Background: an optimization exercise with open tools, aiming at small area. Do not read the settings as production practice. Power figures rest on the tool's default switching activity, not on a simulated workload.

==> wip/maple <==
==> flow/design.v (excerpt) <==
module MotionDetection(clk, ena, rst, din1, din2, dout, state, count,
                       sr_we, sr_addr, sr_wdata, sr_rdata,
                       cr_we, cr_addr, cr_wdata, cr_rdata);
export LEC_CHECK = 0
export ABC_AREA = 1
export CAP_MARGIN = 20
export CORE_AREA = 10 10 440 440
export DIE_AREA = 0 0 450 450
export PLACE_DENSITY = 0.85
export SLEW_MARGIN = 20
create_clock -name core_clock -period 10.0 [get_ports {clk}]
standard.sh (not shown) runs the stock make flow with config.mk's settings and CLKGATE_MAP_FILE= SYNTH_SCRIPT=/design/flow/synth_recipe.tcl, a recipe that flattens the netlist after the stock synthesis.
==> flow/flow/run.sh <==
#!/bin/bash
# Standard layout (the standard.sh), with the port buffers that ORFS's
# buffer_ports inserts on every input and output made sky130_fd_sc_hd__buf_1.
set -euo pipefail
bash standard.sh BUFFER_PORTS_ARGS="-buffer_cell sky130_fd_sc_hd__buf_1" finish > orfs_make.log 2>&1
==> inputs of wip/violet, as changes to wip/maple <==
==> flow/flow/run.sh (replaced) <==
#!/bin/bash
# Standard layout (the standard.sh) with two changes:
#  - the port buffers that ORFS's buffer_ports inserts on every input and output
#    are sky130_fd_sc_hd__buf_1;
#  - synthesis maps the logic with flow/abc_area.script (an area-oriented ABC
#    script) instead of ORFS's abc_area.script. Everything else, registers
#    included, is the standard synthesis.
set -euo pipefail
here=$(pwd)
mkdir -p scripts
for f in "$FLOW_HOME"/scripts/*; do ln -sf "$f" scripts/; done
rm -f scripts/abc_area.script
cp flow/abc_area.script scripts/abc_area.script
bash standard.sh SCRIPTS_DIR="$here/scripts" \
  BUFFER_PORTS_ARGS="-buffer_cell sky130_fd_sc_hd__buf_1" finish > orfs_make.log 2>&1
==> flow/flow/abc_area.script (new file) <==
strash
&get -n
&st
&dch
&nf
&put
topo
stime -c
upsize -c
dnsize -c
==> inputs of wip/pepper, as changes to wip/maple <==
==> flow/flow/run.sh (replaced) <==
#!/bin/bash
# Standard layout (the standard.sh) with two changes:
#  - the port buffers that ORFS's buffer_ports inserts on every input and output
#    are sky130_fd_sc_hd__buf_1;
#  - synthesis maps the logic with flow/abc_area.script (an area-oriented ABC
#    script) instead of ORFS's abc_area.script. Everything else, registers
#    included, is the standard synthesis.
set -euo pipefail
here=$(pwd)
mkdir -p scripts
for f in "$FLOW_HOME"/scripts/*; do ln -sf "$f" scripts/; done
rm -f scripts/abc_area.script
cp flow/abc_area.script scripts/abc_area.script
bash standard.sh SCRIPTS_DIR="$here/scripts" \
  BUFFER_PORTS_ARGS="-buffer_cell sky130_fd_sc_hd__buf_1" finish > orfs_make.log 2>&1
==> flow/flow/abc_area.script (new file) <==
strash
dch -f
map -a
mfs2
strash
dch -f
map -a
topo
stime -c
- PLACE_DENSITY: 0.85 -> unset
==> summary of the runs <==
Of wip/maple and wip/pepper, wip/pepper has the higher non-clock buffer count (gap 35). Combinational power: wip/maple is lower than wip/violet (about 8%). Flip-flop and latch count is the same in wip/pepper and wip/maple. Of wip/pepper and wip/maple, wip/maple has the higher synthesized area (gap 7.0%, measured against wip/maple). wip/maple finished with timing, DRC and antenna clean. wip/violet completed with no timing, DRC or antenna violations. wip/pepper ran to the end with no violations. Against wip/violet, the setup slack of wip/pepper is higher by 0.24 ns. The lowest register-to-register slack belongs to wip/violet, the highest to wip/pepper. The lowest utilization belongs to wip/violet, the highest to wip/pepper.
==> figures <==
	wip/maple	wip/violet	wip/pepper
Run status	timing/DRC/antenna clean	timing/DRC/antenna clean	timing/DRC/antenna clean
Worst Max-Slew Pin Slew	1.33 ns	1.20 ns	1.22 ns
Worst rel slew slack	10.5%	20.0%	17.7%
Most repeated cell in the gate-level netlist after synthesis	nand2_1	buf_4	nand2_1
Initial detailed-routing violation count	4999	4043	3960
Sequential cell power	1.66 mW	1.67 mW	1.63 mW
Non-clock buffer count	1376	1459	1411
Most frequent standard cell in the layout excluding fill and tap cells	nand2_1	buf_1	buf_1
Finished Layout Cells	8319	7110	7835
Utilization after layout	22.2%	21.8%	22.4%
RSZ-0062 raised after global routing	no	-	no
Place WS	0.429 ns	-0.0308 ns	0.260 ns
Slowest cell delay on critical path	0.80 ns	0.61 ns	0.56 ns
Detail Route met2 WL	123000 um	105000 um	117000 um
Initial antenna violation count	36	59	7
Layout net count	6961	5759	6486
No run of this note included a check of the RTL's function; only the layout flow was run.

## static timing again, ports no longer ideal
Ports are ideal in the flow. The routed layouts listed here were re-timed in OpenROAD. Step 1: set_driving_cell puts a clkbuf_16 on clk and a buf_2 on each other input, an assumption about the parent block. Step 2 also shifts input and output timing later by t, the mid clock arrival at the registers, as if the neighbouring blocks saw the same clock. Three values: ideal ports, drivers, drivers and shift; two values: the first two.
| run | t, ns | setup WS [ns] | worst register clock-pin slew, ns |
|---|---|---|---|
| wip/maple | 0.505 | 0.395 / 0.395 / 0.218 | 0.08 / 0.08 |
| wip/violet | 0.495 | 0.208 / 0.208 / 0.021 | 0.08 / 0.08 |
| wip/pepper | 0.526 | 0.452 / 0.452 / 0.233 | 0.09 / 0.09 |
After both steps every run listed still meets setup and hold. The setup slack of wip/pepper, which loses most, moves by 0.000 ns with the drivers and by -0.219 ns with both steps.
